This is an optimization exercise on Yosys and OpenROAD, whose aim is small area, a short achievable clock period and few clock cycles, not a production implementation.
At most, simulation tests tie the RTL to the original design; equivalence was not proved.

## build 30
==> flow/design.v (excerpt) <==
module top(
    input   logic           clk,
    input   logic           rst,
    output  logic [31:0]    imem_addr,
    input   logic [31:0]    imem_rdata,
    output  logic           dmem_req,
    output  logic [31:0]    dmem_addr,
    input   logic [31:0]    dmem_rdata,
    input   logic           dmem_ready,
    output  logic           dmem_we,
    output  logic [31:0]    dmem_waddr,
    output  logic [31:0]    dmem_wdata,
    output  logic [31:0]    a0
);
Settings: LEC_CHECK=0, CAP_MARGIN=20, CORE_MARGIN=2, CORE_UTILIZATION=40, PLACE_DENSITY=0.6, SLEW_MARGIN=20; clock period 10.0 ns.
standard.sh (not shown) runs the stock make flow with config.mk's settings and CLKGATE_MAP_FILE= SYNTH_SCRIPT=/design/flow/synth_recipe.tcl, a recipe that flattens the netlist after the stock synthesis.
==> flow/flow/run.sh <==
#!/bin/bash
set -euo pipefail
bash standard.sh SETUP_SLACK_MARGIN=6.2 TNS_END_PERCENT=5 finish > standard.log 2>&1
Testbench counts of build 30, summed over its fixed seeds: cycles 73,124.
--- input diff build 30..build 13 ---
==> flow/flow/run.sh <==
#!/bin/bash
set -euo pipefail
bash standard.sh SETUP_SLACK_MARGIN=6 "BUFFER_PORTS_ARGS=-buffer_cell sky130_fd_sc_hd__buf_4" finish > standard.log 2>&1
Sequential share of layout area (higher): build 13
Looking at via count, build 13 sits 812 lower than build 30 does.
In build 13 relative to build 30, maximum clock rate had gone up slightly.
Summary: first-iteration DRC count, build 13 worse than build 30
Setup changes, build 13 to build 98
==> flow/flow/run.sh <==
#!/bin/bash
set -euo pipefail
bash standard.sh SETUP_SLACK_MARGIN=6 finish > standard.log 2>&1
==> comparison <==
[compare] base=build 13 new=build 98: final cell count roughly the same, non-clock buffer count higher, worst setup slack lower.
Summary of build 98 over build 13: number of clock buffers inserted by TritonCTS dropped 1, data-path buffer share of cell area in the final layout climbed 0.76 points, area of the multi-input gates climbed about 1.6%.
Per the comparison of build 98 with build 13, amount of wire on met2 after detailed routing now larger, worst-margin pin slew went down 120 ps.
Changes in build 32 relative to build 98:
==> flow/flow/run.sh <==
#!/bin/bash
set -euo pipefail
bash standard.sh SETUP_SLACK_MARGIN=5.5 finish > standard.log 2>&1
[summary]
- Build 98 → build 32: worst endpoint data arrival time fell 20 ps; number of gates on the worst path with buffers counted went down.
- Build 32 against build 98: finished layout cell area now sits lower; core utilization decreased by 2.1 points relative to the old numbers; quantity of gates resized following cts now sits lower; met2 wirelength from detailed routing shrank by about 7%.
- Between build 98 and build 32, the later-pin clock latency in the skew report figures differ only marginally.
- In the final design statistics, build 32 uses fewer standard cells in total than build 98.
- Against build 98, via count of the first global-routing pass in build 32 fell by a few percent.
- NOTE final layout net count build 98->build 32 decreased by a few percent


top, a different RTL version from the one above (not shown whole).
==> flow/config.mk <==
export PLATFORM = sky130hd
export DESIGN_NAME = top
export DESIGN_NICKNAME = top
export VERILOG_FILES = /design/flow/design.v
export SDC_FILE = /design/flow/constraint.sdc
export NUM_CORES = 4
export LEC_CHECK = 0
export CAP_MARGIN = 20
export CORE_MARGIN = 2
export CORE_UTILIZATION = 40
export CTS_BUF_LIST = sky130_fd_sc_hd__clkbuf_8
export PLACE_DENSITY = 0.6
export SLEW_MARGIN = 20
==> flow/constraint.sdc <==
create_clock -name core_clock -period 10.0 [get_ports {clk}]
set_input_delay 2.0000 -clock core_clock [delete_from_list [all_inputs] [get_ports {clk}]]
set_output_delay 2.0000 -clock core_clock [all_outputs]
set_load 0.01 [all_outputs]
==> flow/flow/run.sh <==
#!/bin/bash
set -euo pipefail
bash standard.sh SETUP_SLACK_MARGIN=6 "BUFFER_PORTS_ARGS=-buffer_cell sky130_fd_sc_hd__buf_4" finish > standard.log 2>&1
Testbench counts at the start, summed over its fixed seeds: cycles 73,124.
Edit:
--- a/flow/config.mk
+++ b/flow/config.mk
@@ -10,3 +10,2 @@
-export CORE_UTILIZATION = 40
-export CTS_BUF_LIST = sky130_fd_sc_hd__clkbuf_8
-export PLACE_DENSITY = 0.6
+export CORE_UTILIZATION = 50
+export PLACE_DENSITY = 0.7
Outcome: Sequential cell count is unchanged. Critical path depth decreases by 2. Die area decreases by 20%. Final area increases by 0.76%. Sequential share of layout area decreases by 0.38 points.
Edit:
--- a/flow/config.mk
+++ b/flow/config.mk
@@ -10,2 +10,2 @@
-export CORE_UTILIZATION = 50
-export PLACE_DENSITY = 0.7
+export CORE_UTILIZATION = 40
+export PLACE_DENSITY = 0.6
The new run finished with timing, DRC and antenna clean. Worst setup slack improved by 0.023 ns. Hold slack barely changes. Clock-buffer cell count climbs by 15. Synthesized cell count stays the same. Register-to-register slack is better by 0.02 ns. Cell area barely changes. Final cell count climbs by 4.8%. Non-clock buffer count goes down by 46.
Edit:
==> flow/flow/run.sh (replaced) <==
#!/bin/bash
set -euo pipefail
bash standard.sh SETUP_SLACK_MARGIN=5.5 "BUFFER_PORTS_ARGS=-buffer_cell sky130_fd_sc_hd__buf_4" finish > standard.log 2>&1
The new run produced a clean layout. Critical path depth came out lower by 7. Worst setup slack got worse by 0.18 ns. Hold slack improved by 0.025 ns. Core utilization came out lower by 2.2 points. Wire length came out lower by 4.9%. Sequential share of layout area came out higher by 2.4 points. Register-to-register slack got worse by 0.18 ns. Global-route usage came out lower by 1.5 points.


== old ==
Another version of the RTL of top (not shown whole).
Size: ~6000 cells after synthesis, about 1700 flip-flops, about 230 I/O pins, ~88000 um2 of cells after synthesis.
Design top, start of the top module:
module top(
    input   logic           clk,
    input   logic           rst,
    output  logic [31:0]    imem_addr,
    input   logic [31:0]    imem_rdata,
    output  logic           dmem_req,
    output  logic [31:0]    dmem_addr,
    input   logic [31:0]    dmem_rdata,
    input   logic           dmem_ready,
    output  logic           dmem_we,
    output  logic [31:0]    dmem_waddr,
    output  logic [31:0]    dmem_wdata,
    output  logic [31:0]    a0
);
Settings: LEC_CHECK=0, CAP_MARGIN=20, CORE_MARGIN=2, CORE_UTILIZATION=40, PLACE_DENSITY=0.6, SETUP_SLACK_MARGIN=5, SLEW_MARGIN=20; clock period 10.0 ns.
run.sh (not shown) runs the stock make flow with config.mk's settings and CLKGATE_MAP_FILE= SYNTH_SCRIPT=/design/flow/synth_recipe.tcl, a recipe that flattens the netlist after the stock synthesis.
Stock flow here: none of the scripts above is used.
old ended with every stage complete and zero timing, DRC or antenna violations.
diff inputs: old => new
# old
export LEC_CHECK = 0
export CAP_MARGIN = 20
export CORE_MARGIN = 2
export CORE_UTILIZATION = 40
export PLACE_DENSITY = 0.6
export SETUP_SLACK_MARGIN = 5
export SLEW_MARGIN = 20
create_clock -name core_clock -period 10.0 [get_ports {clk}]
# new
export LEC_CHECK = 0
export CAP_MARGIN = 20
export CORE_MARGIN = 2
export CORE_UTILIZATION = 40
export PLACE_DENSITY = 0.6
export SLEW_MARGIN = 20
create_clock -name core_clock -period 10.0 [get_ports {clk}]
==> flow/flow/run.sh (new file) <==
#!/bin/bash
set -euo pipefail
bash standard.sh SETUP_SLACK_MARGIN=6 finish > standard.log 2>&1
==> flow/standard.sh (new file) <==
#!/bin/bash
# synth_recipe.tcl (not shown) runs the flow's synth.tcl, then flattens the netlist and writes it again
# the make line also repeats each setting of config.mk as NAME=value (left out here)
make -C /OpenROAD-flow-scripts/flow DESIGN_CONFIG=/design/flow/config.mk WORK_HOME=/design/flow/orfs CLKGATE_MAP_FILE= SYNTH_SCRIPT=/design/flow/synth_recipe.tcl "${@:-finish}"
removed: flow/run.sh
- Critical path capture point: pcF[28] -> old, pcF[10] -> new
- Compared with old, in new final critical delay including setup and external delays now sits lower, max-slew headroom at the worst pin moved up, number of enable-type register cells in the synthesized netlist comparable.
- Going from old to new, utilization grew by 4.5 points; total global routing track utilization grew by 1.9 points; routed wire length per instance grew by about 2%; routed wire length grew by 24000 um.
No functional check of the RTL was part of any run of this note.

what the ideal ports hide:
Ports are ideal in the flow. The routed layouts listed here were re-timed in OpenROAD. Step 1, drivers: a clkbuf_16 drives clk and a buf_2 each remaining input, both assumed. Step 2 times the ports against the registers' clock, not the clock port: input delays grow and output delays shrink by t, the midpoint of the rising clock arrivals with the driver on. a / b / c = ideal / step 1 / step 2; a / b = the first two.
run	shift t [ns]	setup slack, ns	clock arrival spread, ns	worst slew at a driven data input, ns
build 30	0.943	5.494 / 5.494 / 4.833	0.099 / 0.100	0.05
build 13	0.928	5.535 / 5.535 / 5.110	0.073 / 0.073	0.05
build 98	0.916	5.456 / 5.456 / 4.910	0.074 / 0.074	0.05
build 32	0.930	5.428 / 5.428 / 4.631	0.042 / 0.042	0.05
the first run of note 2	1.156	5.437 / 5.437 / 4.656	0.107 / 0.107	0.07
the second run of note 2	0.940	5.511 / 5.511 / 5.008	0.066 / 0.066	0.09
the third run of note 2	0.935	5.534 / 5.534 / 4.937	0.086 / 0.086	0.07
the fourth run of note 2	0.942	5.354 / 5.354 / 4.513	0.073 / 0.073	0.07
old	0.914	4.871 / 4.871 / 4.186	0.094 / 0.095	0.05
new	0.921	5.383 / 5.383 / 4.965	0.082 / 0.082	0.04
After both steps every run listed still meets setup and hold. For the fourth run of note 2, which loses most, drivers alone change the setup slack by 0.000 ns; drivers and shift together by -0.841 ns.
